Context: an optimization exercise on an open-source flow, tuned for small area. The choices shown serve that exercise and are no tape-out recipe.
The RTL was checked by simulation tests, not by an equivalence proof against the original design.
Power and IR drop assume default switching activity.

Setup of harbor:
## mach
module mach(
    input clk,rst,
    input [31:0] in,
    output [12:0] imem_addr,
    input  [31:0] imem_rdata,
    output [13:0] dmem_addr,
    output [31:0] dmem_wdata,
    output dmem_we,
    input  [31:0] dmem_rdata,
    output [31:0] out0,
    output [31:0] out1
);
localparam IF      = 4'd0;
localparam ID      = 4'd1;
localparam EXE_ls  = 4'd2;
localparam MEM_sa  = 4'd3;
localparam MEM_ld  = 4'd4;
localparam WB_dm   = 4'd5;
localparam EXE_com = 4'd6;
localparam EXE_cal = 4'd7;
localparam WB_cal  = 4'd8;
localparam WB_jal  = 4'd9;
localparam EXE_jr  = 4'd10;
localparam BRANCH  = 4'd11;
localparam INT     = 4'd12;
reg [3:0]  state;
reg [31:0] IR, PC, A;
reg [4:0]  Prt;           
reg [13:0] aq;            
reg        ltq, gtq, h0q, h1q, h2q;   
reg        f30;           
reg [15:10] IM;
reg EXL, IE, pend;
reg [31:0] PRID, EPC;
reg PRIDv, EPCv, PRESETv;
reg [3:0]  CTRL;
reg [31:0] PRESET, COUNT;
reg IRQ;
reg [31:0] o0, o1;
assign out0 = o0;
assign out1 = o1;
wire [5:0]  op = IR[31:26];
wire [4:0]  rs = IR[25:21];
wire [4:0]  rt = IR[20:16];
wire [4:0]  rd = IR[15:11];
wire [5:0]  fn = IR[5:0];
wire [15:0] imm = IR[15:0];
wire d_rtype  = (op == 6'h00);
wire d_jr     = d_rtype & (fn == 6'h08);
wire d_subu   = d_rtype & (fn == 6'h23);
wire d_slt    = d_rtype & (fn == 6'h2a);
  ...
For scale: roughly 4000 cells after synthesis, about 1400 flip-flops, about 220 I/O pins, roughly 0.058 mm2 of cells after synthesis.
Settings: LEC_CHECK=0, ABC_AREA=0, CAP_MARGIN=20, CORE_MARGIN=2, CORE_UTILIZATION=55, CTS_BUF_LIST=sky130_fd_sc_hd__clkbuf_8 sky130_fd_sc_hd__clkbuf_16, CTS_CLUSTER_DIAMETER=60, CTS_CLUSTER_SIZE=30, SLEW_MARGIN=20; clock period 12.0 ns.
run.sh (not shown) runs the stock make flow with config.mk's settings and CLKGATE_MAP_FILE= SYNTH_SCRIPT=/design/flow/synth_recipe.tcl, a recipe that flattens the netlist after the stock synthesis.
harbor: no failed stages, no open violations at the end
Inputs modified between harbor and sierra:
==> flow/flow/run.sh (new file) <==
#!/bin/bash
# The standard layout (the standard.sh, unchanged synthesis, floorplan,
# power grid, placement, routing), with two changes passed to ORFS through
# its own variables:
#  - the port buffers are buf_1 cells instead of the default clkdlybuf4s50_1;
#  - clock tree synthesis inserts no dummy loads (the clustering settings are
#    the same as config.mk's CTS_* settings).
# Each tool's output stays in ORFS's own log files (orfs/logs/...); the
# output of standard.sh itself goes to standard.log.
set -o pipefail
export BUFFER_PORTS_ARGS="-buffer_cell sky130_fd_sc_hd__buf_1"
export CTS_ARGS="-sink_clustering_enable -repair_clock_nets -sink_clustering_size 30 -sink_clustering_max_diameter 60 -buf_list {sky130_fd_sc_hd__clkbuf_8 sky130_fd_sc_hd__clkbuf_16} -dont_use_dummy_load"
cp standard.sh standard_sh.log 2>/dev/null
bash standard.sh > standard.log 2>&1
==> flow/standard.sh (new file) <==
#!/bin/bash
# synth_recipe.tcl (not shown) runs the flow's synth.tcl, then flattens the netlist and writes it again
# the make line also repeats each setting of config.mk as NAME=value (left out here)
make -C /OpenROAD-flow-scripts/flow DESIGN_CONFIG=/design/flow/config.mk WORK_HOME=/design/flow/orfs CLKGATE_MAP_FILE= SYNTH_SCRIPT=/design/flow/synth_recipe.tcl "${@:-finish}"
diff --git a/flow/config.mk b/flow/config.mk
--- a/flow/config.mk
+++ b/flow/config.mk
@@ -10,3 +10,3 @@
 export CORE_MARGIN = 2
-export CORE_UTILIZATION = 55
+export CORE_UTILIZATION = 65
 export CTS_BUF_LIST = sky130_fd_sc_hd__clkbuf_8 sky130_fd_sc_hd__clkbuf_16
@@ -14,2 +14,3 @@
 export CTS_CLUSTER_SIZE = 30
+export PLACE_DENSITY = 0.8
 export SLEW_MARGIN = 20
removed: flow/run.sh
### Flow results
sierra | stages: all done | timing, DRC, antenna: all pass. Between harbor and sierra, wire length per cell after detailed routing is lower for harbor, sierra comes in above that. sierra ended up with a lower power per cell area than harbor did. Run comparison: sierra library cell contributing the largest single delay on the critical path or4_1; harbor library cell contributing the largest single delay on the critical path or4_4. Compare harbor and sierra | internal power lower: sierra. Diode insertion count for antenna repair, harbor and sierra, higher one = harbor. Area of the die, sierra vs harbor: down by more than 10%. Looking at share of power burned in the clock network, sierra sits below harbor. Taking harbor as the reference, in sierra relative area of clock buffers and inverters in the final design went down; global-route wire length before repair shrank by about 5%.
Input changes introduced in raven (baseline for comparison: sierra):
diff --git a/flow/config.mk b/flow/config.mk
--- a/flow/config.mk
+++ b/flow/config.mk
@@ -10,3 +10,3 @@
 export CORE_MARGIN = 2
-export CORE_UTILIZATION = 65
+export CORE_UTILIZATION = 55
 export CTS_BUF_LIST = sky130_fd_sc_hd__clkbuf_8 sky130_fd_sc_hd__clkbuf_16
@@ -14,3 +14,2 @@
 export CTS_CLUSTER_SIZE = 30
-export PLACE_DENSITY = 0.8
 export SLEW_MARGIN = 20
--- outcome ---
Every run (raven and sierra) finished clean. ~same total power in raven and sierra. Lower count of clock buffers in the final design goes to sierra over raven. Between sierra and raven, layout-stage area growth over the synthesis result increased. Re area after synthesis: no difference whatsoever between raven and sierra. The run showing the greater critical path depth is sierra. Post-layout worst setup margin came out higher on raven than on sierra. raven against sierra: non-clock buffer count in the final layout has increased, share of total power consumed by net switching moved down.
The following lists how nickel was set up differently from raven:
diff --git a/flow/config.mk b/flow/config.mk
--- a/flow/config.mk
+++ b/flow/config.mk
@@ -10,3 +10,3 @@
 export CORE_MARGIN = 2
-export CORE_UTILIZATION = 55
+export CORE_UTILIZATION = 65
 export CTS_BUF_LIST = sky130_fd_sc_hd__clkbuf_8 sky130_fd_sc_hd__clkbuf_16
### Flow results
Changes observed in nickel relative to raven: global routing usage on met3 now larger; final critical path time including I/O delays and setup rose 300 ps; part of the cycle the worst path needs picked up an extra 2.5 points; transition time of the tightest slew-check pin rose 100 ps; non-clock buffer contribution to total cell area barely changed. Maximum vdd ir drop went up slightly going from raven to nickel. Cell area | nickel vs raven | nickel smaller. Reported for nickel and raven, count of final max-slew check failures turned out identical to the last digit. nickel falls short of raven in first-iteration DRC count. nickel vs. raven: critical path depth now sits lower; post-cts resize count shows no meaningful change.

==> static timing again, ports no longer ideal <==
The results above use ideal ports. As a check the final layouts listed here were re-extracted and re-timed, cells and wires unchanged. Step 1, drivers: a clkbuf_16 drives clk and a buf_2 each remaining input, both assumed. Step 2, shift: input delay + t, output delay - t, t = (earliest + latest rising clock arrival at the registers) / 2. This alone moves slack from input paths to output paths. Slacks: no drivers / after step 1 / after step 2; pairs: no drivers / after step 1.
| run | shift t [ns] | setup slack, ns | worst setup path at the end | worst register clock-pin slew, ns |
|---|---|---|---|---|
| harbor | 0.821 | 2.191 / 2.191 / 2.191 | register to register | 0.10 / 0.10 |
| sierra | 0.751 | 2.217 / 2.217 / 2.217 | register to register | 0.12 / 0.12 |
| raven | 0.748 | 2.568 / 2.568 / 2.568 | register to register | 0.10 / 0.10 |
| nickel | 0.744 | 2.270 / 2.270 / 2.270 | register to register | 0.11 / 0.11 |
After both steps setup and hold are still met in every run listed.
